Source: an optimization exercise on an open RTL-to-GDS flow (aim: small area, a short achievable clock period and few clock cycles). Production flows keep margins and buffers that such runs may drop.
RTL that was checked went through simulation tests only; none was proved equivalent to the original.

Setup of v51:
## Riscv_core
module Riscv_core
    (
        input                   clk,
        input                   rst_n,
        output  [13:0]          rom_addr,    
        input   [31:0]          inst,
        output  [31:0]          dmem_addr,   
        input   [31:0]          dmem_rdata,  
        output  [31:0]          dmem_wdata,  
        output  [3:0]           dmem_wmask   
    );
Settings: LEC_CHECK=0, ABC_AREA=1, CAP_MARGIN=30, CORE_MARGIN=2, CORE_UTILIZATION=40, CTS_BUF_LIST=sky130_fd_sc_hd__clkbuf_8, CTS_CLUSTER_SIZE=24, PLACE_DENSITY=0.55, SLEW_MARGIN=20, TNS_END_PERCENT=10, SETUP_SLACK_MARGIN=17, BUFFER_PORTS_ARGS=-buffer_cell sky130_fd_sc_hd__buf_4; clock period 24.0 ns.
standard.sh (not shown) runs the stock make flow with config.mk's settings and CLKGATE_MAP_FILE= SYNTH_SCRIPT=/design/flow/synth_recipe.tcl, a recipe that flattens the netlist after the stock synthesis.
==> flow/flow/run.sh <==
#!/bin/bash
# Standard layout, with the timing repair aiming for a setup margin and
# ordinary buffers (not delay cells) on the ports.
cp standard.sh standard_sh.txt
cp config.mk config_mk_my.txt
echo "export SETUP_SLACK_MARGIN = 17" >> config.mk
echo "export BUFFER_PORTS_ARGS = -buffer_cell sky130_fd_sc_hd__buf_4" >> config.mk
bash standard.sh > standard.log 2>&1
Testbench counts of v51, summed over its fixed seeds: cycles 35,921.
Setup changes, v51 to v27
-- flow/config.mk --
<<< v51, line 11
export CORE_UTILIZATION = 40
export CTS_BUF_LIST = sky130_fd_sc_hd__clkbuf_8
export CTS_CLUSTER_SIZE = 24
export PLACE_DENSITY = 0.55
export SLEW_MARGIN = 20
export TNS_END_PERCENT = 10
export SETUP_SLACK_MARGIN = 17
>>> v27, line 11
export CORE_UTILIZATION = 40
export CTS_BUF_LIST = sky130_fd_sc_hd__clkbuf_16
export CTS_CLUSTER_DIAMETER = 60
export CTS_CLUSTER_SIZE = 30
export PLACE_DENSITY = 0.55
export SLEW_MARGIN = 20
export SETUP_SLACK_MARGIN = 17
## What came out
Although it ran to completion, v27 produced a layout that fails the final checks because of max-capacitance violations, max-slew violations.
The delay contributed by the slowest stage of the critical path in v27 was lower than what v51 gave.
Min count of clock-buffer cells in the layout across v27 and v51: v27
~same period utilization in v27 and v51
[compare] base=v51 new=v27: violation count after the first detailed-routing iteration went up 3.9%, minimum setup slack in the final design held, core occupancy in the finished layout held.
Changes in v54 relative to v27:
-- flow/config.mk --
<<< v27, line 11
export CORE_UTILIZATION = 40
export CTS_BUF_LIST = sky130_fd_sc_hd__clkbuf_16
export CTS_CLUSTER_DIAMETER = 60
export CTS_CLUSTER_SIZE = 30
export PLACE_DENSITY = 0.55
export SLEW_MARGIN = 20
>>> v54, line 11
export CORE_UTILIZATION = 40
export CTS_BUF_LIST = sky130_fd_sc_hd__clkbuf_8
export CTS_CLUSTER_SIZE = 24
export PLACE_DENSITY = 0.5
export SLEW_MARGIN = 20
--- outcome ---
v54: full flow OK, the timing, design-rule and antenna checks passed
In v54 the met1 layer usage reported by global route turned out 2.6 points higher than in v27.
Of the two candidates, v27 has the better worst hold slack and v54 the worse one.
A last element of the critical path of pc_f[23] is what v27 shows, while dmem_wmask[1] belongs to v54.
Changes observed in v54 relative to v27: non-clock buffer count lost 13%; sequential share of layout area grew by 0.26 points.
Changes in v29 relative to v54:
-- flow/flow/run.sh --
<<< v54, line 5
cp config.mk config_mk_my.txt
echo "export SETUP_SLACK_MARGIN = 17" >> config.mk
echo "export BUFFER_PORTS_ARGS = -buffer_cell sky130_fd_sc_hd__buf_4" >> config.mk
>>> v29, line 5
cp config.mk config_mk_my.txt
echo "export SETUP_SLACK_MARGIN = 17.2" >> config.mk
echo "export BUFFER_PORTS_ARGS = -buffer_cell sky130_fd_sc_hd__buf_4" >> config.mk
-- flow/config.mk --
<<< v54, line 13
export CTS_CLUSTER_SIZE = 24
export PLACE_DENSITY = 0.5
export SLEW_MARGIN = 20
export SETUP_SLACK_MARGIN = 17
export BUFFER_PORTS_ARGS = -buffer_cell sky130_fd_sc_hd__buf_4
>>> v29, line 13
export CTS_CLUSTER_SIZE = 24
export PLACE_DENSITY = 0.55
export SLEW_MARGIN = 20
export SETUP_SLACK_MARGIN = 17.2
export BUFFER_PORTS_ARGS = -buffer_cell sky130_fd_sc_hd__buf_4
Notes after the runs:
- The final reports for v29 and v54 show worst setup slack higher in the former.
- Looking at launching element of the worst setup path, the m_val[1] result is from v54; the inst[6] one comes from v29.
- Relative to v54, the combined area of the multi-input logic cells measured on v29 has increased by a few percent.
- v29 gives less worst clock skew than v54 did.
- To summarise v29: no stage aborted, but the layout did not pass its checks, failing on max-capacitance violations, max-slew violations.
[inputs] v14 vs v29
-- flow/flow/run.sh --
<<< v29, line 5
cp config.mk config_mk_my.txt
echo "export SETUP_SLACK_MARGIN = 17.2" >> config.mk
echo "export BUFFER_PORTS_ARGS = -buffer_cell sky130_fd_sc_hd__buf_4" >> config.mk
>>> v14, line 5
cp config.mk config_mk_my.txt
echo "export SETUP_SLACK_MARGIN = 17" >> config.mk
echo "export BUFFER_PORTS_ARGS = -buffer_cell sky130_fd_sc_hd__buf_4" >> config.mk
-- flow/config.mk --
<<< v29, line 11
export CORE_UTILIZATION = 40
export CTS_BUF_LIST = sky130_fd_sc_hd__clkbuf_8
export CTS_CLUSTER_SIZE = 24
export PLACE_DENSITY = 0.55
export SLEW_MARGIN = 20
export SETUP_SLACK_MARGIN = 17.2
export BUFFER_PORTS_ARGS = -buffer_cell sky130_fd_sc_hd__buf_4
>>> v14, line 11
export CORE_UTILIZATION = 40
export CTS_BUF_LIST = sky130_fd_sc_hd__clkbuf_4 sky130_fd_sc_hd__clkbuf_8
export CTS_CLUSTER_SIZE = 30
export PLACE_DENSITY = 0.55
export SLEW_MARGIN = 20
export SETUP_SLACK_MARGIN = 17
export BUFFER_PORTS_ARGS = -buffer_cell sky130_fd_sc_hd__buf_4
Notes after the runs:
Compared with v29, v14 shows a met3 track utilization from global routing that is 0.73 points higher. Between v29 and v14, delay of the slowest critical-path stage is higher for v14, v29 comes in under that. Delta(clock distribution area overhead in the final layout, v14 - v29) > 0. v14: flow completed, timing, DRC and antenna clean. Final worst setup slack came out lower on v14 than on v29. From v29 to v14, width of the die did not move at all. As far as count of endpoints failing setup in the final report goes, v29 and v14 are indistinguishable; the numbers are identical. Cell count along the critical path, v29 and v14: higher on v29. In v14, the total of clock buffers placed in the layout came out about 27% above the value in v29. Delta (v14 minus v29): wire length reported by the detailed router went down 8.8 mm; minimum period implied by the final worst setup slack now sits higher.
## Diff of input files: v58 against v14
-- flow/config.mk --
<<< v14, line 11
export CORE_UTILIZATION = 40
export CTS_BUF_LIST = sky130_fd_sc_hd__clkbuf_4 sky130_fd_sc_hd__clkbuf_8
export CTS_CLUSTER_SIZE = 30
export PLACE_DENSITY = 0.55
>>> v58, line 11
export CORE_UTILIZATION = 40
export CTS_BUF_LIST = sky130_fd_sc_hd__clkbuf_8
export CTS_CLUSTER_SIZE = 24
export GPL_ROUTABILITY_DRIVEN = 0
export PLACE_DENSITY = 0.55
Findings:
- Between v58 and v14, it is v58 whose final critical-path share of the clock period is higher, by 1.2 points.
- In v58 the worst-case setup margin in the final layout turned out 0.29 ns lower than in v14.
- Comparing v14 against v58, there is no change at all in number of nets in the synthesized netlist.
- Maximum frequency in v58 is 5.8 MHz below v14.
- Delta (v58 minus v14): number of logic inverters in the finished layout roughly the same, cell total after placement roughly the same.
- v14 → v58: global-route wire length before repair now sits lower, area occupied by multi-input gates decreased 0.36%.
- Of the two values seen for critical path start-end classification, reg -> out was produced by v14 and reg -> reg by v58.
- Summary of v58 over v14: global-route usage shows a reduction of 2.7 points, slew at the pin closest to its max-slew limit shows an increase of 0.050 ns.


Another version of the RTL of Riscv_core (not shown whole).
For scale: roughly 12,000 cells after synthesis, ~1,500 flip-flops, about 0.095 mm2 of cells after synthesis.
export LEC_CHECK = 0
export ABC_AREA = 1
export CAP_MARGIN = 30
export CORE_MARGIN = 2
export CORE_UTILIZATION = 45
export PLACE_DENSITY = 0.6
export SLEW_MARGIN = 20
export SETUP_SLACK_MARGIN = 16
create_clock -name core_clock -period 24.0 [get_ports {clk}]
==> flow/flow/run.sh <==
#!/bin/bash
# Standard layout, with the timing repair aiming for a setup margin.
cp standard.sh standard_sh.txt
cp config.mk config_mk_my.txt
echo "export SETUP_SLACK_MARGIN = 16" >> config.mk
bash standard.sh > standard.log 2>&1
Next try:
==> flow/flow/run.sh (replaced) <==
#!/bin/bash
# Standard layout, with the timing repair aiming for a setup margin.
cp standard.sh standard_sh.txt
cp config.mk config_mk_my.txt
echo "export SETUP_SLACK_MARGIN = 17" >> config.mk
bash standard.sh > standard.log 2>&1
Settings changed: SETUP_SLACK_MARGIN 16 to 17.
After rerunning: Flip-flop and latch count is unchanged. Global-route usage increases by 1.6 points. Design area goes up by about 4%. Utilization rises by 2.1 points. Hold slack is about the same. Clock skew rose by 0.0094 ns. Final cell count went up by about 1.3%.
No run of this note included a check of the RTL's function; only the layout flow was run.


build 30:
Riscv_core, a different RTL version from the one above (not shown whole).
For scale: roughly 11000 cells after synthesis, ~1400 flip-flops, about 150 I/O pins.
Settings: LEC_CHECK=0, ABC_AREA=1, CAP_MARGIN=30, CORE_MARGIN=2, CORE_UTILIZATION=40, CTS_BUF_LIST=sky130_fd_sc_hd__clkbuf_8, CTS_CLUSTER_SIZE=24, PLACE_DENSITY=0.55, SLEW_MARGIN=20, SETUP_SLACK_MARGIN=17.3, BUFFER_PORTS_ARGS=-buffer_cell sky130_fd_sc_hd__buf_4; clock period 24.0 ns.
==> flow/flow/run.sh <==
#!/bin/bash
# Standard layout, with the timing repair aiming for a setup margin and
# ordinary buffers (not delay cells) on the ports.
cp standard.sh standard_sh.txt
cp config.mk config_mk_my.txt
echo "export SETUP_SLACK_MARGIN = 17.3" >> config.mk
echo "export BUFFER_PORTS_ARGS = -buffer_cell sky130_fd_sc_hd__buf_4" >> config.mk
bash standard.sh > standard.log 2>&1
Build 30 completed end to end; final checks failed (capacitance limit, slew limit).
Testbench counts of build 30, summed over its fixed seeds: cycles 34,435.
[inputs] build 85 vs build 30
- changing SETUP_SLACK_MARGIN from 17.3 to 17
- changing SLEW_MARGIN from 20 to 30
-- flow/flow/run.sh --
<<< build 30, line 5
cp config.mk config_mk_my.txt
echo "export SETUP_SLACK_MARGIN = 17.3" >> config.mk
echo "export BUFFER_PORTS_ARGS = -buffer_cell sky130_fd_sc_hd__buf_4" >> config.mk
>>> build 85, line 5
cp config.mk config_mk_my.txt
echo "export SETUP_SLACK_MARGIN = 17" >> config.mk
echo "export BUFFER_PORTS_ARGS = -buffer_cell sky130_fd_sc_hd__buf_4" >> config.mk
[summary]
- Build 85 completed end to end with timing, DRC and antenna clean.
- Build 30 → build 85: met2 track demand over resource in global routing lost 0.17 points; first-iteration DRC count lost 5.1%; sequential cell area share picked up an extra 0.51 points.
- Diff build 30 -> build 85: wire length of the first global-routing pass shows no meaningful change; wire length after detailed routing shows no meaningful change.
> inputs changed (build 85 -> build 7)
- SLEW_MARGIN changed from 30 to 20
Findings:
Compared with build 85, build 7 degrades max-slew headroom at the worst pin. Delta (build 7 minus build 85): delay of the slowest cell on the worst path shrank by 0.13 ns; routed wire length was more or less identical; cell area after layout went up; total number of vias now larger. From build 85 to build 7 the numbers moved as follows: global routing met3 resource utilization went up by 0.47 points; number of antenna violations at the first check in global routing went down by 3; setup slack went up by 0.10 ns.


Setup of fjord:
Another version of the RTL of Riscv_core (not shown whole).
Size in the first run: about 12000 cells after synthesis, ~0.096 mm² of cells after synthesis.
Design Riscv_core, start of the top module:
module Riscv_core
    (
        input                   clk,
        input                   rst_n,
        output  [13:0]          rom_addr,    
        input   [31:0]          inst,
        output  [31:0]          dmem_addr,   
        input   [31:0]          dmem_rdata,  
        output  [31:0]          dmem_wdata,  
        output  [3:0]           dmem_wmask   
    );
    integer     k;
    reg  [31:2] pc_f;
    reg         d_valid;
    reg  [31:0] d_ir;
    reg  [31:2] d_pc;
    reg  [31:2] e_pc;
    reg         e_pred;      
    reg         e_next;      
    reg         e_skip;      
    reg  [31:0] e_a, e_b, e_imm;
    reg  [4:0]  e_rd;
    reg  [2:0]  e_f3;
    reg         e_alt;       
    reg         e_use_b;     
    reg         e_wen, e_aluop, e_load, e_store, e_branch, e_jal, e_jalr;
    reg         e_lui, e_auipc, e_mul, e_div;
    reg  [31:0] m_val, m_wdata;
    reg  [4:0]  m_rd;
    reg  [2:0]  m_f3;
    reg         m_wen, m_load, m_neg;
    reg  [3:0]  m_wmask;
    reg  [31:0] rf [1:31];
    wire [31:0] op2   = e_use_b ? e_b : e_imm;
    wire        sub   = e_branch | (e_aluop & ((e_use_b & e_alt & (e_f3 == 3'b000)) |
                                               (e_f3 == 3'b010) | (e_f3 == 3'b011)));
    wire [32:0] sum   = {1'b0, e_a} + {1'b0, op2 ^ {32{sub}}} + {32'd0, sub};
    wire        ltu   = ~sum[32];
    wire        lts   = (e_a[31] != op2[31]) ? e_a[31] : sum[31];
    wire        eq    = (e_a == e_b);
    wire        sh_left = ~e_f3[2];
  ...
export LEC_CHECK = 0
export ABC_AREA = 1
export CAP_MARGIN = 30
export CORE_MARGIN = 2
export CORE_UTILIZATION = 40
export CTS_BUF_LIST = sky130_fd_sc_hd__clkbuf_8
export CTS_CLUSTER_SIZE = 24
export PLACE_DENSITY = 0.55
export SLEW_MARGIN = 20
export SETUP_SLACK_MARGIN = 17
export BUFFER_PORTS_ARGS = -buffer_cell sky130_fd_sc_hd__buf_4
create_clock -name core_clock -period 24.0 [get_ports {clk}]
==> flow/flow/run.sh <==
#!/bin/bash
# Standard layout, with the timing repair aiming for a setup margin and
# ordinary buffers (not delay cells) on the ports.
cp standard.sh standard_sh.txt
cp config.mk config_mk_my.txt
echo "export SETUP_SLACK_MARGIN = 17" >> config.mk
echo "export BUFFER_PORTS_ARGS = -buffer_cell sky130_fd_sc_hd__buf_4" >> config.mk
bash standard.sh > standard.log 2>&1
The following lists how raven was set up differently from fjord:
# fjord
export LEC_CHECK = 0
export ABC_AREA = 1
export CAP_MARGIN = 30
export CORE_MARGIN = 2
export CORE_UTILIZATION = 40
export CTS_BUF_LIST = sky130_fd_sc_hd__clkbuf_8
export CTS_CLUSTER_SIZE = 24
export PLACE_DENSITY = 0.55
export SLEW_MARGIN = 20
export SETUP_SLACK_MARGIN = 17
export BUFFER_PORTS_ARGS = -buffer_cell sky130_fd_sc_hd__buf_4
create_clock -name core_clock -period 24.0 [get_ports {clk}]
# raven
export LEC_CHECK = 0
export ABC_AREA = 1
export CAP_MARGIN = 30
export CORE_MARGIN = 2
export CORE_UTILIZATION = 45
export CTS_BUF_LIST = sky130_fd_sc_hd__clkbuf_8
export CTS_CLUSTER_SIZE = 24
export PLACE_DENSITY = 0.6
export SLEW_MARGIN = 20
export SETUP_SLACK_MARGIN = 17
export BUFFER_PORTS_ARGS = -buffer_cell sky130_fd_sc_hd__buf_4
create_clock -name core_clock -period 24.0 [get_ports {clk}]
--- outcome ---
Area of the core (higher): fjord
Compared to fjord, the routing of raven uses less wire.
fjord -> raven: non-clock buffer count decreased slightly
Buffer count from post-CTS setup fixing (lower): raven
Higher critical path depth in cells goes to fjord over raven.
No functional check of the RTL was part of any run of this note.

[separate check: timing with driven ports]
Ports are ideal in the flow. The routed layouts listed here were re-timed in OpenROAD.
Step 1: set_driving_cell puts a clkbuf_16 on clk and a buf_2 on each other input, an assumption about the parent block.
Step 2 times the ports against the registers' clock, not the clock port: input delays grow and output delays shrink by t, the midpoint of the rising clock arrivals with the driver on.
Three values: ideal, step 1, step 2; two values: the first two.
run	t, ns	setup slack, ns	worst setup path after step 2	clock arrival spread, ns
v51	1.139	16.896 / 16.806 / 15.825	input to register	0.165 / 0.165
v27	0.926	16.897 / 16.935 / 16.009	input to register	0.091 / 0.091
v54	1.089	16.993 / 16.901 / 15.981	input to register	0.141 / 0.141
v29	1.149	17.064 / 17.029 / 15.968	input to register	0.112 / 0.113
v14	1.146	17.052 / 16.961 / 15.969	input to register	0.118 / 0.118
v58	1.134	16.761 / 16.761 / 15.926	input to register	0.150 / 0.151
the first run of note 2	0.952	16.049 / 15.962 / 15.332	input to register	0.066 / 0.065
the second run of note 2	0.945	16.761 / 16.761 / 16.057	input to register	0.074 / 0.073
build 30	1.111	17.017 / 17.060 / 15.948	input to register	0.157 / 0.157
build 85	1.118	16.956 / 17.028 / 15.910	input to register	0.138 / 0.138
build 7	1.119	17.058 / 17.078 / 15.999	input to register	0.116 / 0.116
fjord	1.137	16.999 / 16.982 / 15.918	input to register	0.121 / 0.121
raven	1.123	16.941 / 16.982 / 15.858	input to register	0.127 / 0.127
The setup slack of v29, which loses most, moves by -0.035 ns with the drivers and by -1.096 ns with both steps.
